From an optimization exercise on the open Yosys and OpenROAD flow, aimed at small area and a short achievable clock period; shortcuts taken in it are not production practice. No functional check of the RTL was part of this run. Power is estimated from default activity; no workload was simulated.

==> flow/config.mk <==
export PLATFORM = sky130hd
export DESIGN_NAME = ChecksumRTL_noparam
export DESIGN_NICKNAME = ChecksumRTL_noparam
export VERILOG_FILES = /design/flow/design.v
export SDC_FILE = /design/flow/constraint.sdc
export NUM_CORES = 4
export LEC_CHECK = 0
export CAP_MARGIN = 20
export CORE_MARGIN = 2
export CORE_UTILIZATION = 40
export SLEW_MARGIN = 20
==> flow/constraint.sdc <==
create_clock -name core_clock -period 16.0 [get_ports {clk}]
set_input_delay 3.2000 -clock core_clock [delete_from_list [all_inputs] [get_ports {clk}]]
set_output_delay 3.2000 -clock core_clock [all_outputs]
set_load 0.01 [all_outputs]
==> flow/design.v <==
module ChecksumRTL_noparam
(
  input  logic [0:0] clk ,
  input  logic [0:0] reset ,
  input  logic [0:0] recv__en  ,
  input  logic [127:0] recv__msg  ,
  output logic [0:0] recv__rdy  ,
  output logic [0:0] send__en  ,
  output logic [31:0] send__msg  ,
  input  logic [0:0] send__rdy
);
  logic [0:0]  full;
  logic [15:0] sum1_q, sum2_q;
  wire a_s1, a_c2;
  assign a_s1 = recv__msg[0] ^ recv__msg[16] ^ recv__msg[32];
  assign a_c2 = (recv__msg[0] & recv__msg[16]) | (recv__msg[0] & recv__msg[32]) | (recv__msg[16] & recv__msg[32]);
  wire a_s3, a_c4;
  assign a_s3 = recv__msg[48] ^ recv__msg[64] ^ recv__msg[80];
  assign a_c4 = (recv__msg[48] & recv__msg[64]) | (recv__msg[48] & recv__msg[80]) | (recv__msg[64] & recv__msg[80]);
  wire a_s5, a_c6;
  assign a_s5 = recv__msg[96] ^ recv__msg[112] ^ a_s1;
  assign a_c6 = (recv__msg[96] & recv__msg[112]) | (recv__msg[96] & a_s1) | (recv__msg[112] & a_s1);
  wire a_s7, a_c8;
  assign a_s7 = recv__msg[1] ^ recv__msg[17] ^ recv__msg[33];
  assign a_c8 = (recv__msg[1] & recv__msg[17]) | (recv__msg[1] & recv__msg[33]) | (recv__msg[17] & recv__msg[33]);
  wire a_s9, a_c10;
  assign a_s9 = recv__msg[49] ^ recv__msg[65] ^ recv__msg[81];
  assign a_c10 = (recv__msg[49] & recv__msg[65]) | (recv__msg[49] & recv__msg[81]) | (recv__msg[65] & recv__msg[81]);
  wire a_s11, a_c12;
  assign a_s11 = recv__msg[97] ^ recv__msg[113] ^ a_c2;
  assign a_c12 = (recv__msg[97] & recv__msg[113]) | (recv__msg[97] & a_c2) | (recv__msg[113] & a_c2);
  wire a_s13, a_c14;
  assign a_s13 = a_c4 ^ a_s7 ^ a_s9;
  assign a_c14 = (a_c4 & a_s7) | (a_c4 & a_s9) | (a_s7 & a_s9);
  wire a_s15, a_c16;
  assign a_s15 = a_c6 ^ a_s11 ^ a_s13;
  assign a_c16 = (a_c6 & a_s11) | (a_c6 & a_s13) | (a_s11 & a_s13);
  wire a_s17, a_c18;
  assign a_s17 = recv__msg[2] ^ recv__msg[18] ^ recv__msg[34];
  assign a_c18 = (recv__msg[2] & recv__msg[18]) | (recv__msg[2] & recv__msg[34]) | (recv__msg[18] & recv__msg[34]);
  wire a_s19, a_c20;
  assign a_s19 = recv__msg[50] ^ recv__msg[66] ^ recv__msg[82];
  assign a_c20 = (recv__msg[50] & recv__msg[66]) | (recv__msg[50] & recv__msg[82]) | (recv__msg[66] & recv__msg[82]);
  wire a_s21, a_c22;
  assign a_s21 = recv__msg[98] ^ recv__msg[114] ^ a_c8;
  assign a_c22 = (recv__msg[98] & recv__msg[114]) | (recv__msg[98] & a_c8) | (recv__msg[114] & a_c8);
  wire a_s23, a_c24;
  assign a_s23 = a_c10 ^ a_s17 ^ a_s19;
  assign a_c24 = (a_c10 & a_s17) | (a_c10 & a_s19) | (a_s17 & a_s19);
  wire a_s25, a_c26;
  assign a_s25 = a_c12 ^ a_c14 ^ a_s21;
  assign a_c26 = (a_c12 & a_c14) | (a_c12 & a_s21) | (a_c14 & a_s21);
  wire a_s27, a_c28;
  assign a_s27 = a_s23 ^ a_c16 ^ a_s25;
  assign a_c28 = (a_s23 & a_c16) | (a_s23 & a_s25) | (a_c16 & a_s25);
  wire a_s29, a_c30;
  assign a_s29 = recv__msg[3] ^ recv__msg[19] ^ recv__msg[35];
  assign a_c30 = (recv__msg[3] & recv__msg[19]) | (recv__msg[3] & recv__msg[35]) | (recv__msg[19] & recv__msg[35]);
  wire a_s31, a_c32;
  assign a_s31 = recv__msg[51] ^ recv__msg[67] ^ recv__msg[83];
  assign a_c32 = (recv__msg[51] & recv__msg[67]) | (recv__msg[51] & recv__msg[83]) | (recv__msg[67] & recv__msg[83]);
  wire a_s33, a_c34;
  assign a_s33 = recv__msg[99] ^ recv__msg[115] ^ a_c18;
  assign a_c34 = (recv__msg[99] & recv__msg[115]) | (recv__msg[99] & a_c18) | (recv__msg[115] & a_c18);
  wire a_s35, a_c36;
  assign a_s35 = a_c20 ^ a_s29 ^ a_s31;
  assign a_c36 = (a_c20 & a_s29) | (a_c20 & a_s31) | (a_s29 & a_s31);
  wire a_s37, a_c38;
  assign a_s37 = a_c22 ^ a_c24 ^ a_s33;
  assign a_c38 = (a_c22 & a_c24) | (a_c22 & a_s33) | (a_c24 & a_s33);
  wire a_s39, a_c40;
  assign a_s39 = a_s35 ^ a_c26 ^ a_s37;
  assign a_c40 = (a_s35 & a_c26) | (a_s35 & a_s37) | (a_c26 & a_s37);
  wire a_s41, a_c42;
  assign a_s41 = recv__msg[4] ^ recv__msg[20] ^ recv__msg[36];
  assign a_c42 = (recv__msg[4] & recv__msg[20]) | (recv__msg[4] & recv__msg[36]) | (recv__msg[20] & recv__msg[36]);
  wire a_s43, a_c44;
  assign a_s43 = recv__msg[52] ^ recv__msg[68] ^ recv__msg[84];
  assign a_c44 = (recv__msg[52] & recv__msg[68]) | (recv__msg[52] & recv__msg[84]) | (recv__msg[68] & recv__msg[84]);
  wire a_s45, a_c46;
  assign a_s45 = recv__msg[100] ^ recv__msg[116] ^ a_c30;
  assign a_c46 = (recv__msg[100] & recv__msg[116]) | (recv__msg[100] & a_c30) | (recv__msg[116] & a_c30);
  wire a_s47, a_c48;
  assign a_s47 = a_c32 ^ a_s41 ^ a_s43;
  assign a_c48 = (a_c32 & a_s41) | (a_c32 & a_s43) | (a_s41 & a_s43);
  wire a_s49, a_c50;
  assign a_s49 = a_c34 ^ a_c36 ^ a_s45;
  assign a_c50 = (a_c34 & a_c36) | (a_c34 & a_s45) | (a_c36 & a_s45);
  wire a_s51, a_c52;
  assign a_s51 = a_s47 ^ a_c38 ^ a_s49;
  assign a_c52 = (a_s47 & a_c38) | (a_s47 & a_s49) | (a_c38 & a_s49);
  wire a_s53, a_c54;
  assign a_s53 = recv__msg[5] ^ recv__msg[21] ^ recv__msg[37];
  assign a_c54 = (recv__msg[5] & recv__msg[21]) | (recv__msg[5] & recv__msg[37]) | (recv__msg[21] & recv__msg[37]);
  wire a_s55, a_c56;
  assign a_s55 = recv__msg[53] ^ recv__msg[69] ^ recv__msg[85];
  assign a_c56 = (recv__msg[53] & recv__msg[69]) | (recv__msg[53] & recv__msg[85]) | (recv__msg[69] & recv__msg[85]);
  wire a_s57, a_c58;
  assign a_s57 = recv__msg[101] ^ recv__msg[117] ^ a_c42;
  assign a_c58 = (recv__msg[101] & recv__msg[117]) | (recv__msg[101] & a_c42) | (recv__msg[117] & a_c42);
  wire a_s59, a_c60;
  assign a_s59 = a_c44 ^ a_s53 ^ a_s55;
  assign a_c60 = (a_c44 & a_s53) | (a_c44 & a_s55) | (a_s53 & a_s55);
  wire a_s61, a_c62;
  assign a_s61 = a_c46 ^ a_c48 ^ a_s57;
  assign a_c62 = (a_c46 & a_c48) | (a_c46 & a_s57) | (a_c48 & a_s57);
  wire a_s63, a_c64;
  assign a_s63 = a_s59 ^ a_c50 ^ a_s61;
  assign a_c64 = (a_s59 & a_c50) | (a_s59 & a_s61) | (a_c50 & a_s61);
  wire a_s65, a_c66;
  assign a_s65 = recv__msg[6] ^ recv__msg[22] ^ recv__msg[38];
  assign a_c66 = (recv__msg[6] & recv__msg[22]) | (recv__msg[6] & recv__msg[38]) | (recv__msg[22] & recv__msg[38]);
  wire a_s67, a_c68;
  assign a_s67 = recv__msg[54] ^ recv__msg[70] ^ recv__msg[86];
  assign a_c68 = (recv__msg[54] & recv__msg[70]) | (recv__msg[54] & recv__msg[86]) | (recv__msg[70] & recv__msg[86]);
  wire a_s69, a_c70;
  assign a_s69 = recv__msg[102] ^ recv__msg[118] ^ a_c54;
  assign a_c70 = (recv__msg[102] & recv__msg[118]) | (recv__msg[102] & a_c54) | (recv__msg[118] & a_c54);
  wire a_s71, a_c72;
  assign a_s71 = a_c56 ^ a_s65 ^ a_s67;
  assign a_c72 = (a_c56 & a_s65) | (a_c56 & a_s67) | (a_s65 & a_s67);
  wire a_s73, a_c74;
  assign a_s73 = a_c58 ^ a_c60 ^ a_s69;
  assign a_c74 = (a_c58 & a_c60) | (a_c58 & a_s69) | (a_c60 & a_s69);
  wire a_s75, a_c76;
  assign a_s75 = a_s71 ^ a_c62 ^ a_s73;
  assign a_c76 = (a_s71 & a_c62) | (a_s71 & a_s73) | (a_c62 & a_s73);
  wire a_s77, a_c78;
  assign a_s77 = recv__msg[7] ^ recv__msg[23] ^ recv__msg[39];
  assign a_c78 = (recv__msg[7] & recv__msg[23]) | (recv__msg[7] & recv__msg[39]) | (recv__msg[23] & recv__msg[39]);
  wire a_s79, a_c80;
  assign a_s79 = recv__msg[55] ^ recv__msg[71] ^ recv__msg[87];
  assign a_c80 = (recv__msg[55] & recv__msg[71]) | (recv__msg[55] & recv__msg[87]) | (recv__msg[71] & recv__msg[87]);
  wire a_s81, a_c82;
  assign a_s81 = recv__msg[103] ^ recv__msg[119] ^ a_c66;
  assign a_c82 = (recv__msg[103] & recv__msg[119]) | (recv__msg[103] & a_c66) | (recv__msg[119] & a_c66);
  wire a_s83, a_c84;
  assign a_s83 = a_c68 ^ a_s77 ^ a_s79;
  assign a_c84 = (a_c68 & a_s77) | (a_c68 & a_s79) | (a_s77 & a_s79);
  wire a_s85, a_c86;
  assign a_s85 = a_c70 ^ a_c72 ^ a_s81;
  assign a_c86 = (a_c70 & a_c72) | (a_c70 & a_s81) | (a_c72 & a_s81);
  wire a_s87, a_c88;
  assign a_s87 = a_s83 ^ a_c74 ^ a_s85;
  assign a_c88 = (a_s83 & a_c74) | (a_s83 & a_s85) | (a_c74 & a_s85);
  wire a_s89, a_c90;
  assign a_s89 = recv__msg[8] ^ recv__msg[24] ^ recv__msg[40];
  assign a_c90 = (recv__msg[8] & recv__msg[24]) | (recv__msg[8] & recv__msg[40]) | (recv__msg[24] & recv__msg[40]);
  wire a_s91, a_c92;
  assign a_s91 = recv__msg[56] ^ recv__msg[72] ^ recv__msg[88];
  assign a_c92 = (recv__msg[56] & recv__msg[72]) | (recv__msg[56] & recv__msg[88]) | (recv__msg[72] & recv__msg[88]);
  wire a_s93, a_c94;
  assign a_s93 = recv__msg[104] ^ recv__msg[120] ^ a_c78;
  assign a_c94 = (recv__msg[104] & recv__msg[120]) | (recv__msg[104] & a_c78) | (recv__msg[120] & a_c78);
  wire a_s95, a_c96;
  assign a_s95 = a_c80 ^ a_s89 ^ a_s91;
  assign a_c96 = (a_c80 & a_s89) | (a_c80 & a_s91) | (a_s89 & a_s91);
  wire a_s97, a_c98;
  assign a_s97 = a_c82 ^ a_c84 ^ a_s93;
  assign a_c98 = (a_c82 & a_c84) | (a_c82 & a_s93) | (a_c84 & a_s93);
  wire a_s99, a_c100;
  assign a_s99 = a_s95 ^ a_c86 ^ a_s97;
  assign a_c100 = (a_s95 & a_c86) | (a_s95 & a_s97) | (a_c86 & a_s97);
  wire a_s101, a_c102;
  assign a_s101 = recv__msg[9] ^ recv__msg[25] ^ recv__msg[41];
  assign a_c102 = (recv__msg[9] & recv__msg[25]) | (recv__msg[9] & recv__msg[41]) | (recv__msg[25] & recv__msg[41]);
  wire a_s103, a_c104;
  assign a_s103 = recv__msg[57] ^ recv__msg[73] ^ recv__msg[89];
  assign a_c104 = (recv__msg[57] & recv__msg[73]) | (recv__msg[57] & recv__msg[89]) | (recv__msg[73] & recv__msg[89]);
  wire a_s105, a_c106;
  assign a_s105 = recv__msg[105] ^ recv__msg[121] ^ a_c90;
  assign a_c106 = (recv__msg[105] & recv__msg[121]) | (recv__msg[105] & a_c90) | (recv__msg[121] & a_c90);
  wire a_s107, a_c108;
  assign a_s107 = a_c92 ^ a_s101 ^ a_s103;
  assign a_c108 = (a_c92 & a_s101) | (a_c92 & a_s103) | (a_s101 & a_s103);
  wire a_s109, a_c110;
  assign a_s109 = a_c94 ^ a_c96 ^ a_s105;
  assign a_c110 = (a_c94 & a_c96) | (a_c94 & a_s105) | (a_c96 & a_s105);
  wire a_s111, a_c112;
  assign a_s111 = a_s107 ^ a_c98 ^ a_s109;
  assign a_c112 = (a_s107 & a_c98) | (a_s107 & a_s109) | (a_c98 & a_s109);
  wire a_s113, a_c114;
  assign a_s113 = recv__msg[10] ^ recv__msg[26] ^ recv__msg[42];
  assign a_c114 = (recv__msg[10] & recv__msg[26]) | (recv__msg[10] & recv__msg[42]) | (recv__msg[26] & recv__msg[42]);
  wire a_s115, a_c116;
  assign a_s115 = recv__msg[58] ^ recv__msg[74] ^ recv__msg[90];
  assign a_c116 = (recv__msg[58] & recv__msg[74]) | (recv__msg[58] & recv__msg[90]) | (recv__msg[74] & recv__msg[90]);
  wire a_s117, a_c118;
  assign a_s117 = recv__msg[106] ^ recv__msg[122] ^ a_c102;
  assign a_c118 = (recv__msg[106] & recv__msg[122]) | (recv__msg[106] & a_c102) | (recv__msg[122] & a_c102);
  wire a_s119, a_c120;
  assign a_s119 = a_c104 ^ a_s113 ^ a_s115;
  assign a_c120 = (a_c104 & a_s113) | (a_c104 & a_s115) | (a_s113 & a_s115);
  wire a_s121, a_c122;
  assign a_s121 = a_c106 ^ a_c108 ^ a_s117;
  assign a_c122 = (a_c106 & a_c108) | (a_c106 & a_s117) | (a_c108 & a_s117);
  wire a_s123, a_c124;
  assign a_s123 = a_s119 ^ a_c110 ^ a_s121;
  assign a_c124 = (a_s119 & a_c110) | (a_s119 & a_s121) | (a_c110 & a_s121);
  wire a_s125, a_c126;
  assign a_s125 = recv__msg[11] ^ recv__msg[27] ^ recv__msg[43];
  assign a_c126 = (recv__msg[11] & recv__msg[27]) | (recv__msg[11] & recv__msg[43]) | (recv__msg[27] & recv__msg[43]);
  wire a_s127, a_c128;
  assign a_s127 = recv__msg[59] ^ recv__msg[75] ^ recv__msg[91];
  assign a_c128 = (recv__msg[59] & recv__msg[75]) | (recv__msg[59] & recv__msg[91]) | (recv__msg[75] & recv__msg[91]);
  wire a_s129, a_c130;
  assign a_s129 = recv__msg[107] ^ recv__msg[123] ^ a_c114;
  assign a_c130 = (recv__msg[107] & recv__msg[123]) | (recv__msg[107] & a_c114) | (recv__msg[123] & a_c114);
  wire a_s131, a_c132;
  assign a_s131 = a_c116 ^ a_s125 ^ a_s127;
  assign a_c132 = (a_c116 & a_s125) | (a_c116 & a_s127) | (a_s125 & a_s127);
  wire a_s133, a_c134;
  assign a_s133 = a_c118 ^ a_c120 ^ a_s129;
  assign a_c134 = (a_c118 & a_c120) | (a_c118 & a_s129) | (a_c120 & a_s129);
  wire a_s135, a_c136;
  assign a_s135 = a_s131 ^ a_c122 ^ a_s133;
  assign a_c136 = (a_s131 & a_c122) | (a_s131 & a_s133) | (a_c122 & a_s133);
  wire a_s137, a_c138;
  assign a_s137 = recv__msg[12] ^ recv__msg[28] ^ recv__msg[44];
  assign a_c138 = (recv__msg[12] & recv__msg[28]) | (recv__msg[12] & recv__msg[44]) | (recv__msg[28] & recv__msg[44]);
  wire a_s139, a_c140;
  assign a_s139 = recv__msg[60] ^ recv__msg[76] ^ recv__msg[92];
  assign a_c140 = (recv__msg[60] & recv__msg[76]) | (recv__msg[60] & recv__msg[92]) | (recv__msg[76] & recv__msg[92]);
  wire a_s141, a_c142;
  assign a_s141 = recv__msg[108] ^ recv__msg[124] ^ a_c126;
  assign a_c142 = (recv__msg[108] & recv__msg[124]) | (recv__msg[108] & a_c126) | (recv__msg[124] & a_c126);
  wire a_s143, a_c144;
  assign a_s143 = a_c128 ^ a_s137 ^ a_s139;
  assign a_c144 = (a_c128 & a_s137) | (a_c128 & a_s139) | (a_s137 & a_s139);
  wire a_s145, a_c146;
  assign a_s145 = a_c130 ^ a_c132 ^ a_s141;
  assign a_c146 = (a_c130 & a_c132) | (a_c130 & a_s141) | (a_c132 & a_s141);
  wire a_s147, a_c148;
  assign a_s147 = a_s143 ^ a_c134 ^ a_s145;
  assign a_c148 = (a_s143 & a_c134) | (a_s143 & a_s145) | (a_c134 & a_s145);
  wire a_s149, a_c150;
  assign a_s149 = recv__msg[13] ^ recv__msg[29] ^ recv__msg[45];
  assign a_c150 = (recv__msg[13] & recv__msg[29]) | (recv__msg[13] & recv__msg[45]) | (recv__msg[29] & recv__msg[45]);
  wire a_s151, a_c152;
  assign a_s151 = recv__msg[61] ^ recv__msg[77] ^ recv__msg[93];
  assign a_c152 = (recv__msg[61] & recv__msg[77]) | (recv__msg[61] & recv__msg[93]) | (recv__msg[77] & recv__msg[93]);
  wire a_s153, a_c154;
  assign a_s153 = recv__msg[109] ^ recv__msg[125] ^ a_c138;
  assign a_c154 = (recv__msg[109] & recv__msg[125]) | (recv__msg[109] & a_c138) | (recv__msg[125] & a_c138);
  wire a_s155, a_c156;
  assign a_s155 = a_c140 ^ a_s149 ^ a_s151;
  assign a_c156 = (a_c140 & a_s149) | (a_c140 & a_s151) | (a_s149 & a_s151);
  wire a_s157, a_c158;
  assign a_s157 = a_c142 ^ a_c144 ^ a_s153;
  assign a_c158 = (a_c142 & a_c144) | (a_c142 & a_s153) | (a_c144 & a_s153);
  wire a_s159, a_c160;
  assign a_s159 = a_s155 ^ a_c146 ^ a_s157;
  assign a_c160 = (a_s155 & a_c146) | (a_s155 & a_s157) | (a_c146 & a_s157);
  wire a_s161, a_c162;
  assign a_s161 = recv__msg[14] ^ recv__msg[30] ^ recv__msg[46];
  assign a_c162 = (recv__msg[14] & recv__msg[30]) | (recv__msg[14] & recv__msg[46]) | (recv__msg[30] & recv__msg[46]);
  wire a_s163, a_c164;
  assign a_s163 = recv__msg[62] ^ recv__msg[78] ^ recv__msg[94];
  assign a_c164 = (recv__msg[62] & recv__msg[78]) | (recv__msg[62] & recv__msg[94]) | (recv__msg[78] & recv__msg[94]);
  wire a_s165, a_c166;
  assign a_s165 = recv__msg[110] ^ recv__msg[126] ^ a_c150;
  assign a_c166 = (recv__msg[110] & recv__msg[126]) | (recv__msg[110] & a_c150) | (recv__msg[126] & a_c150);
  wire a_s167, a_c168;
  assign a_s167 = a_c152 ^ a_s161 ^ a_s163;
  assign a_c168 = (a_c152 & a_s161) | (a_c152 & a_s163) | (a_s161 & a_s163);
  wire a_s169, a_c170;
  assign a_s169 = a_c154 ^ a_c156 ^ a_s165;
  assign a_c170 = (a_c154 & a_c156) | (a_c154 & a_s165) | (a_c156 & a_s165);
  wire a_s171, a_c172;
  assign a_s171 = a_s167 ^ a_c158 ^ a_s169;
  assign a_c172 = (a_s167 & a_c158) | (a_s167 & a_s169) | (a_c158 & a_s169);
  wire a_s173;
  assign a_s173 = recv__msg[15] ^ recv__msg[31] ^ recv__msg[47];
  wire a_s174;
  assign a_s174 = recv__msg[63] ^ recv__msg[79] ^ recv__msg[95];
  wire a_s175;
  assign a_s175 = recv__msg[111] ^ recv__msg[127] ^ a_c162;
  wire a_s176;
  assign a_s176 = a_c164 ^ a_s173 ^ a_s174;
  wire a_s177;
  assign a_s177 = a_c166 ^ a_c168 ^ a_s175;
  wire a_s178;
  assign a_s178 = a_s176 ^ a_c170 ^ a_s177;
  wire b_s179, b_c180;
  assign b_s179 = recv__msg[48] ^ recv__msg[112] ^ ~recv__msg[16];
  assign b_c180 = (recv__msg[48] & recv__msg[112]) | (recv__msg[48] & ~recv__msg[16]) | (recv__msg[112] & ~recv__msg[16]);
  wire b_s181, b_c182;
  assign b_s181 = recv__msg[96] ^ recv__msg[49] ^ recv__msg[113];
  assign b_c182 = (recv__msg[96] & recv__msg[49]) | (recv__msg[96] & recv__msg[113]) | (recv__msg[49] & recv__msg[113]);
  wire b_s183, b_c184;
  assign b_s183 = ~recv__msg[17] ^ ~recv__msg[81] ^ ~recv__msg[32];
  assign b_c184 = (~recv__msg[17] & ~recv__msg[81]) | (~recv__msg[17] & ~recv__msg[32]) | (~recv__msg[81] & ~recv__msg[32]);
  wire b_s185, b_c186;
  assign b_s185 = b_c180 ^ b_s181 ^ b_s183;
  assign b_c186 = (b_c180 & b_s181) | (b_c180 & b_s183) | (b_s181 & b_s183);
  wire b_s187, b_c188;
  assign b_s187 = recv__msg[48] ^ recv__msg[64] ^ recv__msg[80];
  assign b_c188 = (recv__msg[48] & recv__msg[64]) | (recv__msg[48] & recv__msg[80]) | (recv__msg[64] & recv__msg[80]);
  wire b_s189, b_c190;
  assign b_s189 = recv__msg[97] ^ recv__msg[50] ^ recv__msg[114];
  assign b_c190 = (recv__msg[97] & recv__msg[50]) | (recv__msg[97] & recv__msg[114]) | (recv__msg[50] & recv__msg[114]);
  wire b_s191, b_c192;
  assign b_s191 = ~recv__msg[18] ^ ~recv__msg[82] ^ ~recv__msg[33];
  assign b_c192 = (~recv__msg[18] & ~recv__msg[82]) | (~recv__msg[18] & ~recv__msg[33]) | (~recv__msg[82] & ~recv__msg[33]);
  wire b_s193, b_c194;
  assign b_s193 = 1'b1 ^ b_c182 ^ b_c184;
  assign b_c194 = (1'b1 & b_c182) | (1'b1 & b_c184) | (b_c182 & b_c184);
  wire b_s195, b_c196;
  assign b_s195 = b_s187 ^ b_s189 ^ b_s191;
  assign b_c196 = (b_s187 & b_s189) | (b_s187 & b_s191) | (b_s189 & b_s191);
  wire b_s197, b_c198;
  assign b_s197 = b_c186 ^ b_s193 ^ b_s195;
  assign b_c198 = (b_c186 & b_s193) | (b_c186 & b_s195) | (b_s193 & b_s195);
  wire b_s199, b_c200;
  assign b_s199 = recv__msg[0] ^ recv__msg[16] ^ recv__msg[32];
  assign b_c200 = (recv__msg[0] & recv__msg[16]) | (recv__msg[0] & recv__msg[32]) | (recv__msg[16] & recv__msg[32]);
  wire b_s201, b_c202;
  assign b_s201 = recv__msg[49] ^ recv__msg[65] ^ recv__msg[81];
  assign b_c202 = (recv__msg[49] & recv__msg[65]) | (recv__msg[49] & recv__msg[81]) | (recv__msg[65] & recv__msg[81]);
  wire b_s203, b_c204;
  assign b_s203 = recv__msg[98] ^ recv__msg[51] ^ recv__msg[115];
  assign b_c204 = (recv__msg[98] & recv__msg[51]) | (recv__msg[98] & recv__msg[115]) | (recv__msg[51] & recv__msg[115]);
  wire b_s205, b_c206;
  assign b_s205 = ~recv__msg[19] ^ ~recv__msg[83] ^ ~recv__msg[34];
  assign b_c206 = (~recv__msg[19] & ~recv__msg[83]) | (~recv__msg[19] & ~recv__msg[34]) | (~recv__msg[83] & ~recv__msg[34]);
  wire b_s207, b_c208;
  assign b_s207 = b_c188 ^ b_c190 ^ b_c192;
  assign b_c208 = (b_c188 & b_c190) | (b_c188 & b_c192) | (b_c190 & b_c192);
  wire b_s209, b_c210;
  assign b_s209 = b_s199 ^ b_s201 ^ b_s203;
  assign b_c210 = (b_s199 & b_s201) | (b_s199 & b_s203) | (b_s201 & b_s203);
  wire b_s211, b_c212;
  assign b_s211 = b_s205 ^ b_c194 ^ b_c196;
  assign b_c212 = (b_s205 & b_c194) | (b_s205 & b_c196) | (b_c194 & b_c196);
  wire b_s213, b_c214;
  assign b_s213 = b_s207 ^ b_s209 ^ b_c198;
  assign b_c214 = (b_s207 & b_s209) | (b_s207 & b_c198) | (b_s209 & b_c198);
  wire b_s215, b_c216;
  assign b_s215 = recv__msg[1] ^ recv__msg[17] ^ recv__msg[33];
  assign b_c216 = (recv__msg[1] & recv__msg[17]) | (recv__msg[1] & recv__msg[33]) | (recv__msg[17] & recv__msg[33]);
  wire b_s217, b_c218;
  assign b_s217 = recv__msg[50] ^ recv__msg[66] ^ recv__msg[82];
  assign b_c218 = (recv__msg[50] & recv__msg[66]) | (recv__msg[50] & recv__msg[82]) | (recv__msg[66] & recv__msg[82]);
  wire b_s219, b_c220;
  assign b_s219 = recv__msg[99] ^ recv__msg[52] ^ recv__msg[116];
  assign b_c220 = (recv__msg[99] & recv__msg[52]) | (recv__msg[99] & recv__msg[116]) | (recv__msg[52] & recv__msg[116]);
  wire b_s221, b_c222;
  assign b_s221 = ~recv__msg[20] ^ ~recv__msg[84] ^ ~recv__msg[35];
  assign b_c222 = (~recv__msg[20] & ~recv__msg[84]) | (~recv__msg[20] & ~recv__msg[35]) | (~recv__msg[84] & ~recv__msg[35]);
  wire b_s223, b_c224;
  assign b_s223 = b_c200 ^ b_c202 ^ b_c204;
  assign b_c224 = (b_c200 & b_c202) | (b_c200 & b_c204) | (b_c202 & b_c204);
  wire b_s225, b_c226;
  assign b_s225 = b_c206 ^ b_s215 ^ b_s217;
  assign b_c226 = (b_c206 & b_s215) | (b_c206 & b_s217) | (b_s215 & b_s217);
  wire b_s227, b_c228;
  assign b_s227 = b_s219 ^ b_s221 ^ b_c208;
  assign b_c228 = (b_s219 & b_s221) | (b_s219 & b_c208) | (b_s221 & b_c208);
  wire b_s229, b_c230;
  assign b_s229 = b_c210 ^ b_s223 ^ b_s225;
  assign b_c230 = (b_c210 & b_s223) | (b_c210 & b_s225) | (b_s223 & b_s225);
  wire b_s231, b_c232;
  assign b_s231 = b_c212 ^ b_s227 ^ b_s229;
  assign b_c232 = (b_c212 & b_s227) | (b_c212 & b_s229) | (b_s227 & b_s229);
  wire b_s233, b_c234;
  assign b_s233 = recv__msg[2] ^ recv__msg[18] ^ recv__msg[34];
  assign b_c234 = (recv__msg[2] & recv__msg[18]) | (recv__msg[2] & recv__msg[34]) | (recv__msg[18] & recv__msg[34]);
  wire b_s235, b_c236;
  assign b_s235 = recv__msg[51] ^ recv__msg[67] ^ recv__msg[83];
  assign b_c236 = (recv__msg[51] & recv__msg[67]) | (recv__msg[51] & recv__msg[83]) | (recv__msg[67] & recv__msg[83]);
  wire b_s237, b_c238;
  assign b_s237 = recv__msg[100] ^ recv__msg[53] ^ recv__msg[117];
  assign b_c238 = (recv__msg[100] & recv__msg[53]) | (recv__msg[100] & recv__msg[117]) | (recv__msg[53] & recv__msg[117]);
  wire b_s239, b_c240;
  assign b_s239 = ~recv__msg[21] ^ ~recv__msg[85] ^ ~recv__msg[36];
  assign b_c240 = (~recv__msg[21] & ~recv__msg[85]) | (~recv__msg[21] & ~recv__msg[36]) | (~recv__msg[85] & ~recv__msg[36]);
  wire b_s241, b_c242;
  assign b_s241 = b_c216 ^ b_c218 ^ b_c220;
  assign b_c242 = (b_c216 & b_c218) | (b_c216 & b_c220) | (b_c218 & b_c220);
  wire b_s243, b_c244;
  assign b_s243 = b_c222 ^ b_s233 ^ b_s235;
  assign b_c244 = (b_c222 & b_s233) | (b_c222 & b_s235) | (b_s233 & b_s235);
  wire b_s245, b_c246;
  assign b_s245 = b_s237 ^ b_s239 ^ b_c224;
  assign b_c246 = (b_s237 & b_s239) | (b_s237 & b_c224) | (b_s239 & b_c224);
  wire b_s247, b_c248;
  assign b_s247 = b_c226 ^ b_s241 ^ b_s243;
  assign b_c248 = (b_c226 & b_s241) | (b_c226 & b_s243) | (b_s241 & b_s243);
  wire b_s249, b_c250;
  assign b_s249 = b_c228 ^ b_s245 ^ b_c230;
  assign b_c250 = (b_c228 & b_s245) | (b_c228 & b_c230) | (b_s245 & b_c230);
  wire b_s251, b_c252;
  assign b_s251 = b_s247 ^ b_s249 ^ b_c232;
  assign b_c252 = (b_s247 & b_s249) | (b_s247 & b_c232) | (b_s249 & b_c232);
  wire b_s253, b_c254;
  assign b_s253 = recv__msg[3] ^ recv__msg[19] ^ recv__msg[35];
  assign b_c254 = (recv__msg[3] & recv__msg[19]) | (recv__msg[3] & recv__msg[35]) | (recv__msg[19] & recv__msg[35]);
  wire b_s255, b_c256;
  assign b_s255 = recv__msg[52] ^ recv__msg[68] ^ recv__msg[84];
  assign b_c256 = (recv__msg[52] & recv__msg[68]) | (recv__msg[52] & recv__msg[84]) | (recv__msg[68] & recv__msg[84]);
  wire b_s257, b_c258;
  assign b_s257 = recv__msg[101] ^ recv__msg[54] ^ recv__msg[118];
  assign b_c258 = (recv__msg[101] & recv__msg[54]) | (recv__msg[101] & recv__msg[118]) | (recv__msg[54] & recv__msg[118]);
  wire b_s259, b_c260;
  assign b_s259 = ~recv__msg[22] ^ ~recv__msg[86] ^ ~recv__msg[37];
  assign b_c260 = (~recv__msg[22] & ~recv__msg[86]) | (~recv__msg[22] & ~recv__msg[37]) | (~recv__msg[86] & ~recv__msg[37]);
  wire b_s261, b_c262;
  assign b_s261 = b_c234 ^ b_c236 ^ b_c238;
  assign b_c262 = (b_c234 & b_c236) | (b_c234 & b_c238) | (b_c236 & b_c238);
  wire b_s263, b_c264;
  assign b_s263 = b_c240 ^ b_s253 ^ b_s255;
  assign b_c264 = (b_c240 & b_s253) | (b_c240 & b_s255) | (b_s253 & b_s255);
  wire b_s265, b_c266;
  assign b_s265 = b_s257 ^ b_s259 ^ b_c242;
  assign b_c266 = (b_s257 & b_s259) | (b_s257 & b_c242) | (b_s259 & b_c242);
  wire b_s267, b_c268;
  assign b_s267 = b_c244 ^ b_s261 ^ b_s263;
  assign b_c268 = (b_c244 & b_s261) | (b_c244 & b_s263) | (b_s261 & b_s263);
  wire b_s269, b_c270;
  assign b_s269 = b_c246 ^ b_s265 ^ b_c248;
  assign b_c270 = (b_c246 & b_s265) | (b_c246 & b_c248) | (b_s265 & b_c248);
  wire b_s271, b_c272;
  assign b_s271 = b_s267 ^ b_c250 ^ b_s269;
  assign b_c272 = (b_s267 & b_c250) | (b_s267 & b_s269) | (b_c250 & b_s269);
  wire b_s273, b_c274;
  assign b_s273 = recv__msg[4] ^ recv__msg[20] ^ recv__msg[36];
  assign b_c274 = (recv__msg[4] & recv__msg[20]) | (recv__msg[4] & recv__msg[36]) | (recv__msg[20] & recv__msg[36]);
  wire b_s275, b_c276;
  assign b_s275 = recv__msg[53] ^ recv__msg[69] ^ recv__msg[85];
  assign b_c276 = (recv__msg[53] & recv__msg[69]) | (recv__msg[53] & recv__msg[85]) | (recv__msg[69] & recv__msg[85]);
  wire b_s277, b_c278;
  assign b_s277 = recv__msg[102] ^ recv__msg[55] ^ recv__msg[119];
  assign b_c278 = (recv__msg[102] & recv__msg[55]) | (recv__msg[102] & recv__msg[119]) | (recv__msg[55] & recv__msg[119]);
  wire b_s279, b_c280;
  assign b_s279 = ~recv__msg[23] ^ ~recv__msg[87] ^ ~recv__msg[38];
  assign b_c280 = (~recv__msg[23] & ~recv__msg[87]) | (~recv__msg[23] & ~recv__msg[38]) | (~recv__msg[87] & ~recv__msg[38]);
  wire b_s281, b_c282;
  assign b_s281 = b_c254 ^ b_c256 ^ b_c258;
  assign b_c282 = (b_c254 & b_c256) | (b_c254 & b_c258) | (b_c256 & b_c258);
  wire b_s283, b_c284;
  assign b_s283 = b_c260 ^ b_s273 ^ b_s275;
  assign b_c284 = (b_c260 & b_s273) | (b_c260 & b_s275) | (b_s273 & b_s275);
  wire b_s285, b_c286;
  assign b_s285 = b_s277 ^ b_s279 ^ b_c262;
  assign b_c286 = (b_s277 & b_s279) | (b_s277 & b_c262) | (b_s279 & b_c262);
  wire b_s287, b_c288;
  assign b_s287 = b_c264 ^ b_s281 ^ b_s283;
  assign b_c288 = (b_c264 & b_s281) | (b_c264 & b_s283) | (b_s281 & b_s283);
  wire b_s289, b_c290;
  assign b_s289 = b_c266 ^ b_s285 ^ b_c268;
  assign b_c290 = (b_c266 & b_s285) | (b_c266 & b_c268) | (b_s285 & b_c268);
  wire b_s291, b_c292;
  assign b_s291 = b_s287 ^ b_c270 ^ b_s289;
  assign b_c292 = (b_s287 & b_c270) | (b_s287 & b_s289) | (b_c270 & b_s289);
  wire b_s293, b_c294;
  assign b_s293 = recv__msg[5] ^ recv__msg[21] ^ recv__msg[37];
  assign b_c294 = (recv__msg[5] & recv__msg[21]) | (recv__msg[5] & recv__msg[37]) | (recv__msg[21] & recv__msg[37]);
  wire b_s295, b_c296;
  assign b_s295 = recv__msg[54] ^ recv__msg[70] ^ recv__msg[86];
  assign b_c296 = (recv__msg[54] & recv__msg[70]) | (recv__msg[54] & recv__msg[86]) | (recv__msg[70] & recv__msg[86]);
  wire b_s297, b_c298;
  assign b_s297 = recv__msg[103] ^ recv__msg[56] ^ recv__msg[120];
  assign b_c298 = (recv__msg[103] & recv__msg[56]) | (recv__msg[103] & recv__msg[120]) | (recv__msg[56] & recv__msg[120]);
  wire b_s299, b_c300;
  assign b_s299 = ~recv__msg[24] ^ ~recv__msg[88] ^ ~recv__msg[39];
  assign b_c300 = (~recv__msg[24] & ~recv__msg[88]) | (~recv__msg[24] & ~recv__msg[39]) | (~recv__msg[88] & ~recv__msg[39]);
  wire b_s301, b_c302;
  assign b_s301 = b_c274 ^ b_c276 ^ b_c278;
  assign b_c302 = (b_c274 & b_c276) | (b_c274 & b_c278) | (b_c276 & b_c278);
  wire b_s303, b_c304;
  assign b_s303 = b_c280 ^ b_s293 ^ b_s295;
  assign b_c304 = (b_c280 & b_s293) | (b_c280 & b_s295) | (b_s293 & b_s295);
  wire b_s305, b_c306;
  assign b_s305 = b_s297 ^ b_s299 ^ b_c282;
  assign b_c306 = (b_s297 & b_s299) | (b_s297 & b_c282) | (b_s299 & b_c282);
  wire b_s307, b_c308;
  assign b_s307 = b_c284 ^ b_s301 ^ b_s303;
  assign b_c308 = (b_c284 & b_s301) | (b_c284 & b_s303) | (b_s301 & b_s303);
  wire b_s309, b_c310;
  assign b_s309 = b_c286 ^ b_s305 ^ b_c288;
  assign b_c310 = (b_c286 & b_s305) | (b_c286 & b_c288) | (b_s305 & b_c288);
  wire b_s311, b_c312;
  assign b_s311 = b_s307 ^ b_c290 ^ b_s309;
  assign b_c312 = (b_s307 & b_c290) | (b_s307 & b_s309) | (b_c290 & b_s309);
  wire b_s313, b_c314;
  assign b_s313 = recv__msg[6] ^ recv__msg[22] ^ recv__msg[38];
  assign b_c314 = (recv__msg[6] & recv__msg[22]) | (recv__msg[6] & recv__msg[38]) | (recv__msg[22] & recv__msg[38]);
  wire b_s315, b_c316;
  assign b_s315 = recv__msg[55] ^ recv__msg[71] ^ recv__msg[87];
  assign b_c316 = (recv__msg[55] & recv__msg[71]) | (recv__msg[55] & recv__msg[87]) | (recv__msg[71] & recv__msg[87]);
  wire b_s317, b_c318;
  assign b_s317 = recv__msg[104] ^ recv__msg[57] ^ recv__msg[121];
  assign b_c318 = (recv__msg[104] & recv__msg[57]) | (recv__msg[104] & recv__msg[121]) | (recv__msg[57] & recv__msg[121]);
  wire b_s319, b_c320;
  assign b_s319 = ~recv__msg[25] ^ ~recv__msg[89] ^ ~recv__msg[40];
  assign b_c320 = (~recv__msg[25] & ~recv__msg[89]) | (~recv__msg[25] & ~recv__msg[40]) | (~recv__msg[89] & ~recv__msg[40]);
  wire b_s321, b_c322;
  assign b_s321 = b_c294 ^ b_c296 ^ b_c298;
  assign b_c322 = (b_c294 & b_c296) | (b_c294 & b_c298) | (b_c296 & b_c298);
  wire b_s323, b_c324;
  assign b_s323 = b_c300 ^ b_s313 ^ b_s315;
  assign b_c324 = (b_c300 & b_s313) | (b_c300 & b_s315) | (b_s313 & b_s315);
  wire b_s325, b_c326;
  assign b_s325 = b_s317 ^ b_s319 ^ b_c302;
  assign b_c326 = (b_s317 & b_s319) | (b_s317 & b_c302) | (b_s319 & b_c302);
  wire b_s327, b_c328;
  assign b_s327 = b_c304 ^ b_s321 ^ b_s323;
  assign b_c328 = (b_c304 & b_s321) | (b_c304 & b_s323) | (b_s321 & b_s323);
  wire b_s329, b_c330;
  assign b_s329 = b_c306 ^ b_s325 ^ b_c308;
  assign b_c330 = (b_c306 & b_s325) | (b_c306 & b_c308) | (b_s325 & b_c308);
  wire b_s331, b_c332;
  assign b_s331 = b_s327 ^ b_c310 ^ b_s329;
  assign b_c332 = (b_s327 & b_c310) | (b_s327 & b_s329) | (b_c310 & b_s329);
  wire b_s333, b_c334;
  assign b_s333 = recv__msg[7] ^ recv__msg[23] ^ recv__msg[39];
  assign b_c334 = (recv__msg[7] & recv__msg[23]) | (recv__msg[7] & recv__msg[39]) | (recv__msg[23] & recv__msg[39]);
  wire b_s335, b_c336;
  assign b_s335 = recv__msg[56] ^ recv__msg[72] ^ recv__msg[88];
  assign b_c336 = (recv__msg[56] & recv__msg[72]) | (recv__msg[56] & recv__msg[88]) | (recv__msg[72] & recv__msg[88]);
  wire b_s337, b_c338;
  assign b_s337 = recv__msg[105] ^ recv__msg[58] ^ recv__msg[122];
  assign b_c338 = (recv__msg[105] & recv__msg[58]) | (recv__msg[105] & recv__msg[122]) | (recv__msg[58] & recv__msg[122]);
  wire b_s339, b_c340;
  assign b_s339 = ~recv__msg[26] ^ ~recv__msg[90] ^ ~recv__msg[41];
  assign b_c340 = (~recv__msg[26] & ~recv__msg[90]) | (~recv__msg[26] & ~recv__msg[41]) | (~recv__msg[90] & ~recv__msg[41]);
  wire b_s341, b_c342;
  assign b_s341 = b_c314 ^ b_c316 ^ b_c318;
  assign b_c342 = (b_c314 & b_c316) | (b_c314 & b_c318) | (b_c316 & b_c318);
  wire b_s343, b_c344;
  assign b_s343 = b_c320 ^ b_s333 ^ b_s335;
  assign b_c344 = (b_c320 & b_s333) | (b_c320 & b_s335) | (b_s333 & b_s335);
  wire b_s345, b_c346;
  assign b_s345 = b_s337 ^ b_s339 ^ b_c322;
  assign b_c346 = (b_s337 & b_s339) | (b_s337 & b_c322) | (b_s339 & b_c322);
  wire b_s347, b_c348;
  assign b_s347 = b_c324 ^ b_s341 ^ b_s343;
  assign b_c348 = (b_c324 & b_s341) | (b_c324 & b_s343) | (b_s341 & b_s343);
  wire b_s349, b_c350;
  assign b_s349 = b_c326 ^ b_s345 ^ b_c328;
  assign b_c350 = (b_c326 & b_s345) | (b_c326 & b_c328) | (b_s345 & b_c328);
  wire b_s351, b_c352;
  assign b_s351 = b_s347 ^ b_c330 ^ b_s349;
  assign b_c352 = (b_s347 & b_c330) | (b_s347 & b_s349) | (b_c330 & b_s349);
  wire b_s353, b_c354;
  assign b_s353 = recv__msg[8] ^ recv__msg[24] ^ recv__msg[40];
  assign b_c354 = (recv__msg[8] & recv__msg[24]) | (recv__msg[8] & recv__msg[40]) | (recv__msg[24] & recv__msg[40]);
  wire b_s355, b_c356;
  assign b_s355 = recv__msg[57] ^ recv__msg[73] ^ recv__msg[89];
  assign b_c356 = (recv__msg[57] & recv__msg[73]) | (recv__msg[57] & recv__msg[89]) | (recv__msg[73] & recv__msg[89]);
  wire b_s357, b_c358;
  assign b_s357 = recv__msg[106] ^ recv__msg[59] ^ recv__msg[123];
  assign b_c358 = (recv__msg[106] & recv__msg[59]) | (recv__msg[106] & recv__msg[123]) | (recv__msg[59] & recv__msg[123]);
  wire b_s359, b_c360;
  assign b_s359 = ~recv__msg[27] ^ ~recv__msg[91] ^ ~recv__msg[42];
  assign b_c360 = (~recv__msg[27] & ~recv__msg[91]) | (~recv__msg[27] & ~recv__msg[42]) | (~recv__msg[91] & ~recv__msg[42]);
  wire b_s361, b_c362;
  assign b_s361 = b_c334 ^ b_c336 ^ b_c338;
  assign b_c362 = (b_c334 & b_c336) | (b_c334 & b_c338) | (b_c336 & b_c338);
  wire b_s363, b_c364;
  assign b_s363 = b_c340 ^ b_s353 ^ b_s355;
  assign b_c364 = (b_c340 & b_s353) | (b_c340 & b_s355) | (b_s353 & b_s355);
  wire b_s365, b_c366;
  assign b_s365 = b_s357 ^ b_s359 ^ b_c342;
  assign b_c366 = (b_s357 & b_s359) | (b_s357 & b_c342) | (b_s359 & b_c342);
  wire b_s367, b_c368;
  assign b_s367 = b_c344 ^ b_s361 ^ b_s363;
  assign b_c368 = (b_c344 & b_s361) | (b_c344 & b_s363) | (b_s361 & b_s363);
  wire b_s369, b_c370;
  assign b_s369 = b_c346 ^ b_s365 ^ b_c348;
  assign b_c370 = (b_c346 & b_s365) | (b_c346 & b_c348) | (b_s365 & b_c348);
  wire b_s371, b_c372;
  assign b_s371 = b_s367 ^ b_c350 ^ b_s369;
  assign b_c372 = (b_s367 & b_c350) | (b_s367 & b_s369) | (b_c350 & b_s369);
  wire b_s373, b_c374;
  assign b_s373 = recv__msg[9] ^ recv__msg[25] ^ recv__msg[41];
  assign b_c374 = (recv__msg[9] & recv__msg[25]) | (recv__msg[9] & recv__msg[41]) | (recv__msg[25] & recv__msg[41]);
  wire b_s375, b_c376;
  assign b_s375 = recv__msg[58] ^ recv__msg[74] ^ recv__msg[90];
  assign b_c376 = (recv__msg[58] & recv__msg[74]) | (recv__msg[58] & recv__msg[90]) | (recv__msg[74] & recv__msg[90]);
  wire b_s377, b_c378;
  assign b_s377 = recv__msg[107] ^ recv__msg[60] ^ recv__msg[124];
  assign b_c378 = (recv__msg[107] & recv__msg[60]) | (recv__msg[107] & recv__msg[124]) | (recv__msg[60] & recv__msg[124]);
  wire b_s379, b_c380;
  assign b_s379 = ~recv__msg[28] ^ ~recv__msg[92] ^ ~recv__msg[43];
  assign b_c380 = (~recv__msg[28] & ~recv__msg[92]) | (~recv__msg[28] & ~recv__msg[43]) | (~recv__msg[92] & ~recv__msg[43]);
  wire b_s381, b_c382;
  assign b_s381 = b_c354 ^ b_c356 ^ b_c358;
  assign b_c382 = (b_c354 & b_c356) | (b_c354 & b_c358) | (b_c356 & b_c358);
  wire b_s383, b_c384;
  assign b_s383 = b_c360 ^ b_s373 ^ b_s375;
  assign b_c384 = (b_c360 & b_s373) | (b_c360 & b_s375) | (b_s373 & b_s375);
  wire b_s385, b_c386;
  assign b_s385 = b_s377 ^ b_s379 ^ b_c362;
  assign b_c386 = (b_s377 & b_s379) | (b_s377 & b_c362) | (b_s379 & b_c362);
  wire b_s387, b_c388;
  assign b_s387 = b_c364 ^ b_s381 ^ b_s383;
  assign b_c388 = (b_c364 & b_s381) | (b_c364 & b_s383) | (b_s381 & b_s383);
  wire b_s389, b_c390;
  assign b_s389 = b_c366 ^ b_s385 ^ b_c368;
  assign b_c390 = (b_c366 & b_s385) | (b_c366 & b_c368) | (b_s385 & b_c368);
  wire b_s391, b_c392;
  assign b_s391 = b_s387 ^ b_c370 ^ b_s389;
  assign b_c392 = (b_s387 & b_c370) | (b_s387 & b_s389) | (b_c370 & b_s389);
  wire b_s393, b_c394;
  assign b_s393 = recv__msg[10] ^ recv__msg[26] ^ recv__msg[42];
  assign b_c394 = (recv__msg[10] & recv__msg[26]) | (recv__msg[10] & recv__msg[42]) | (recv__msg[26] & recv__msg[42]);
  wire b_s395, b_c396;
  assign b_s395 = recv__msg[59] ^ recv__msg[75] ^ recv__msg[91];
  assign b_c396 = (recv__msg[59] & recv__msg[75]) | (recv__msg[59] & recv__msg[91]) | (recv__msg[75] & recv__msg[91]);
  wire b_s397, b_c398;
  assign b_s397 = recv__msg[108] ^ recv__msg[61] ^ recv__msg[125];
  assign b_c398 = (recv__msg[108] & recv__msg[61]) | (recv__msg[108] & recv__msg[125]) | (recv__msg[61] & recv__msg[125]);
  wire b_s399, b_c400;
  assign b_s399 = ~recv__msg[29] ^ ~recv__msg[93] ^ ~recv__msg[44];
  assign b_c400 = (~recv__msg[29] & ~recv__msg[93]) | (~recv__msg[29] & ~recv__msg[44]) | (~recv__msg[93] & ~recv__msg[44]);
  wire b_s401, b_c402;
  assign b_s401 = b_c374 ^ b_c376 ^ b_c378;
  assign b_c402 = (b_c374 & b_c376) | (b_c374 & b_c378) | (b_c376 & b_c378);
  wire b_s403, b_c404;
  assign b_s403 = b_c380 ^ b_s393 ^ b_s395;
  assign b_c404 = (b_c380 & b_s393) | (b_c380 & b_s395) | (b_s393 & b_s395);
  wire b_s405, b_c406;
  assign b_s405 = b_s397 ^ b_s399 ^ b_c382;
  assign b_c406 = (b_s397 & b_s399) | (b_s397 & b_c382) | (b_s399 & b_c382);
  wire b_s407, b_c408;
  assign b_s407 = b_c384 ^ b_s401 ^ b_s403;
  assign b_c408 = (b_c384 & b_s401) | (b_c384 & b_s403) | (b_s401 & b_s403);
  wire b_s409, b_c410;
  assign b_s409 = b_c386 ^ b_s405 ^ b_c388;
  assign b_c410 = (b_c386 & b_s405) | (b_c386 & b_c388) | (b_s405 & b_c388);
  wire b_s411, b_c412;
  assign b_s411 = b_s407 ^ b_c390 ^ b_s409;
  assign b_c412 = (b_s407 & b_c390) | (b_s407 & b_s409) | (b_c390 & b_s409);
  wire b_s413, b_c414;
  assign b_s413 = recv__msg[11] ^ recv__msg[27] ^ recv__msg[43];
  assign b_c414 = (recv__msg[11] & recv__msg[27]) | (recv__msg[11] & recv__msg[43]) | (recv__msg[27] & recv__msg[43]);
  wire b_s415, b_c416;
  assign b_s415 = recv__msg[60] ^ recv__msg[76] ^ recv__msg[92];
  assign b_c416 = (recv__msg[60] & recv__msg[76]) | (recv__msg[60] & recv__msg[92]) | (recv__msg[76] & recv__msg[92]);
  wire b_s417, b_c418;
  assign b_s417 = recv__msg[109] ^ recv__msg[62] ^ recv__msg[126];
  assign b_c418 = (recv__msg[109] & recv__msg[62]) | (recv__msg[109] & recv__msg[126]) | (recv__msg[62] & recv__msg[126]);
  wire b_s419, b_c420;
  assign b_s419 = ~recv__msg[30] ^ ~recv__msg[94] ^ ~recv__msg[45];
  assign b_c420 = (~recv__msg[30] & ~recv__msg[94]) | (~recv__msg[30] & ~recv__msg[45]) | (~recv__msg[94] & ~recv__msg[45]);
  wire b_s421, b_c422;
  assign b_s421 = b_c394 ^ b_c396 ^ b_c398;
  assign b_c422 = (b_c394 & b_c396) | (b_c394 & b_c398) | (b_c396 & b_c398);
  wire b_s423, b_c424;
  assign b_s423 = b_c400 ^ b_s413 ^ b_s415;
  assign b_c424 = (b_c400 & b_s413) | (b_c400 & b_s415) | (b_s413 & b_s415);
  wire b_s425, b_c426;
  assign b_s425 = b_s417 ^ b_s419 ^ b_c402;
  assign b_c426 = (b_s417 & b_s419) | (b_s417 & b_c402) | (b_s419 & b_c402);
  wire b_s427, b_c428;
  assign b_s427 = b_c404 ^ b_s421 ^ b_s423;
  assign b_c428 = (b_c404 & b_s421) | (b_c404 & b_s423) | (b_s421 & b_s423);
  wire b_s429, b_c430;
  assign b_s429 = b_c406 ^ b_s425 ^ b_c408;
  assign b_c430 = (b_c406 & b_s425) | (b_c406 & b_c408) | (b_s425 & b_c408);
  wire b_s431, b_c432;
  assign b_s431 = b_s427 ^ b_c410 ^ b_s429;
  assign b_c432 = (b_s427 & b_c410) | (b_s427 & b_s429) | (b_c410 & b_s429);
  wire b_s433;
  assign b_s433 = recv__msg[12] ^ recv__msg[28] ^ recv__msg[44];
  wire b_s434;
  assign b_s434 = recv__msg[61] ^ recv__msg[77] ^ recv__msg[93];
  wire b_s435;
  assign b_s435 = recv__msg[110] ^ recv__msg[63] ^ recv__msg[127];
  wire b_s436;
  assign b_s436 = ~recv__msg[31] ^ ~recv__msg[95] ^ ~recv__msg[46];
  wire b_s437;
  assign b_s437 = b_c414 ^ b_c416 ^ b_c418;
  wire b_s438;
  assign b_s438 = b_c420 ^ b_s433 ^ b_s434;
  wire b_s439;
  assign b_s439 = b_s435 ^ b_s436 ^ b_c422;
  wire b_s440;
  assign b_s440 = b_c424 ^ b_s437 ^ b_s438;
  wire b_s441;
  assign b_s441 = b_c426 ^ b_s439 ^ b_c428;
  wire b_s442;
  assign b_s442 = b_s440 ^ b_c430 ^ b_s441;
  wire [15:0] s1_a = {a_c172, a_c160, a_c148, a_c136, a_c124, a_c112, a_c100, a_c88, a_c76, a_c64, a_c52, a_c40, a_c28, a_s27, a_s15, a_s3};
  wire [15:0] s1_b = {a_s178, a_s171, a_s159, a_s147, a_s135, a_s123, a_s111, a_s99, a_s87, a_s75, a_s63, a_s51, a_s39, 1'b0, 1'b0, a_s5};
  wire [15:0] s1_r;
  assign s1_r = s1_a + s1_b;
  wire [15:0] s2_a = {b_c432, b_c412, b_c392, b_c372, b_c352, b_c332, b_c312, b_c292, b_c272, b_c252, b_s251, b_c214, b_s211, b_s197, b_s185, ~recv__msg[80]};
  wire [15:0] s2_b = {b_s442, b_s431, b_s411, b_s391, b_s371, b_s351, b_s331, b_s311, b_s291, b_s271, 1'b0, b_s231, b_s213, 1'b0, 1'b0, b_s179};
  wire [15:0] s2_r;
  assign s2_r = s2_a + s2_b;
  assign send__en  = full & ~reset & send__rdy;
  assign recv__rdy = ~reset & (~full | send__en);
  always_ff @(posedge clk) begin
    full <= ~reset & (recv__en | (full & ~send__en));
    if (recv__en) begin
      sum1_q <= s1_r;
      sum2_q <= s2_r;
    end
  end
  assign send__msg = {sum2_q, sum1_q};
endmodule
==> flow/run.sh <==
#!/bin/bash
# synth_recipe.tcl (not shown) runs the flow's synth.tcl, then flattens the netlist and writes it again
# the make line also repeats each setting of config.mk as NAME=value (left out here)
make -C /OpenROAD-flow-scripts/flow DESIGN_CONFIG=/design/flow/config.mk WORK_HOME=/design/flow/orfs CLKGATE_MAP_FILE= SYNTH_SCRIPT=/design/flow/synth_recipe.tcl finish
==> reports/qor.txt <==
Final GP Congestion: 0.8192
Most common cell after layout, fill and taps aside: inv_1
Hold Crit Class: flop to flop
Non-Filler Instances: 1085
Crit end category: flop
# Post-CTS Setup Buffers: 0
Site row count: 49
Final Worst Setup Slack: 8.163 ns
Clk slew on worst S/H paths: 0.05 ns
ANT cells: 0
I/O pin count: 166
DRC Markers: 0
Clk root buf: clkbuf_16
Post-Syn Area: 7256 um^2
CTS Sinks: 33
Final Slew Violations: 0
RSZ-0062 raised after global routing: no
Bufs on Longest Clock Path: 2
Status: finished clean
Post-Synthesis Cells: 682
Most frequent cells in the layout: inv_1, fa_1, clkdlybuf4s50_1, xnor2_1, ha_1
Design area: 9340 um^2
Area grow syn2layout: 28.73%
Combinational share of power: 83.8%
Final Util: 52.17%
Total negative slack: 0 ns
Worst vdd ir: 0.1495 mV
Actual slew at the worst max-slew pin: 0.4165 ns
Crit Path Max Fanout: 4
H-Tree Depth: 2
Final period util: 48.98%
Final Hold Fails: 0
Port Buffers: 165
Clock skew: 0 ns
Max Fclk: 0.1276 GHz
Initial antenna violation count: 0
HPWL Detailed: 14.99 mm
Total number of vias: 4882
Cts bufs inserted: 5
Largest net degree at the start of global routing: 34
Sequential Power Share: 12.0%
Worst EP arrival: 7.85 ns
Initial core utilization: 40.53%
DR iter-0 viols: 98
Crit path required time: 16.02 ns
Fin crit period: 7.837 ns
CTS tree: yes
Min Hold Slack: 0.6046 ns
Cts hold-fix bufs: 0
Lkg Pwr: 4.353 nW
Clk pwr share: 4.2%
Storage cell area: 980.9 um^2
Setup Crit Path Kind: input port to flop
Vias in the first global route: 5777
Place WS: 7.905 ns
Switching Share: 46.66%
CORE AREA: 17900 um^2
Max Cap Viol: 0
Pwr Total: 2.147 mW
Relative slew margins: 71.52%
Switching power: 1.002 mW
Post-layout net count: 1195
DR WL/cell: 14.65 um
Drt first pass iters: 4
CP startpoint kind: input port
DRT Wirelength: 15.89 mm
Number of filler cells placed in the layout: 1644
Count of different cell masters after synthesis: 43
Post-CTS resize count: 0
Skew-Pair Late Insertion Delay: 0.26 ns
Syn Area/Cell: 10.64 um^2
Die Height: 138.7 um
Syn Nets: 1022
Multi-input gate area: 5385 um^2
Share of cells above drive strength 1: 2.336%
Post-synthesis sequential area ratio: 13.52%
Via/cell ratio: 4.500
Die area: 19230 um^2
ANT nets after route: 0
Flop2flop setup slack: 15.31 ns
Int Pwr: 1.145 mW
Synth warnings: 1
DP Cell Count: 1077
Pwr Density: 229.8 nW/um^2
First-pass GRT wire length: 27.74 mm
Register bit total from synthesis: 33
Final setup fails: 0
Dpl cell area: 9201 um^2
Die Width: 138.7 um
GRT overflow: 0
Tot GR Track Use: 17.55%
worst paths after layout:
kind                                     from  cells after the start              endpoint
worst max-delay path            recv__msg[50]                     14  sum2_q[15]$_DFFE_PP_
worst min-delay path             full$_DFF_P_                      3          full$_DFF_P_
worst max register to register   full$_DFF_P_                      3          full$_DFF_P_
worst min register to register   full$_DFF_P_                      3          full$_DFF_P_
worst max-delay path, stage by stage:
cell             delay (ns)
clkdlybuf4s50_1        0.49
fa_1                   0.65
inv_1                  0.09
fa_1                   0.54
inv_1                  0.06
fa_1                   0.50
fa_1                   0.46
fa_1                   0.43
ha_1                   0.38
a31oi_1                0.32
a31oi_1                0.16
o31ai_1                0.30
o21ai_1                0.13
xnor2_1                0.13
registers in the layout, indices dropped and copies added (netlist names):
| signal | count |
|---|---|
| sum2_q | 16 |
| full | 1 |
| sum1_q | 16 |
power by group through the flow:
stage	Sequential, mW	Combinational, mW	Clock, mW
floorplan	0.277	1.32	0
global placement	0.260	1.79	0
detailed placement	0.261	1.82	0
CTS	0.260	1.83	0.0928
global route	0.263	2.04	0.0959
finish	0.258	1.80	0.0895
kinds of logic after synthesis:
group | share of synthesized area [%]
compound gates | 7.657
xor+xnor | 8.691
fa+ha+maj | 54.01
buf+inv | 12.26
flops | 13.52
simple gates | 3.863
synth_stat cells, drive strengths merged:
master	number	area, um^2
o21bai	7	52.55
nor4bb	1	25.02
xor2	17	148.9
and4b	1	10.01
o2111ai	1	15.01
a2111oi	2	17.52
a31oi	4	25.02
o211ai	3	22.52
o211a	1	10.01
xnor2	55	481.7
inv	237	889.6
nor4	1	6.260
nand2	12	45.04
a21oi	22	128.9
and3	1	6.260
a31o	1	8.760
o21ai	20	118.9
fa	174	3483
nand4	1	6.260
nand4b	1	8.760
o21a	5	37.54
edfxtp	32	960.9
o31ai	1	7.510
nor2	14	52.55
or2	1	6.260
nor2b	3	18.77
nand3	3	15.01
nor3	3	15.01
and2b	2	15.01
maj3	1	10.01
a211oi	2	27.53
and2	1	6.260
o41ai	1	16.27
a21o	9	67.56
dfxtp	1	20.02
nand2b	7	43.79
ha	34	425.4
area by class of cell:
| cell class | count | area share [%] |
|---|---|---|
| clock buffers | 6 | 1.380 |
| clock inverters | 2 | 0.1072 |
| inverters | 237 | 9.524 |
| multi-input cells | 412 | 57.66 |
| flip-flops and latches | 33 | 10.50 |
| well taps | 229 | 3.068 |
| repair buffers | 166 | 17.76 |
metal layers:
metal  GRT usage, %  vias to the layer above  wire length [um]
li1               -                     2351                 -
met1          23.02                     2404              6853
met2          32.49                      117              8334
met3          2.244                       10               625
met4          1.595                        0                80
met5              0                        -                 0
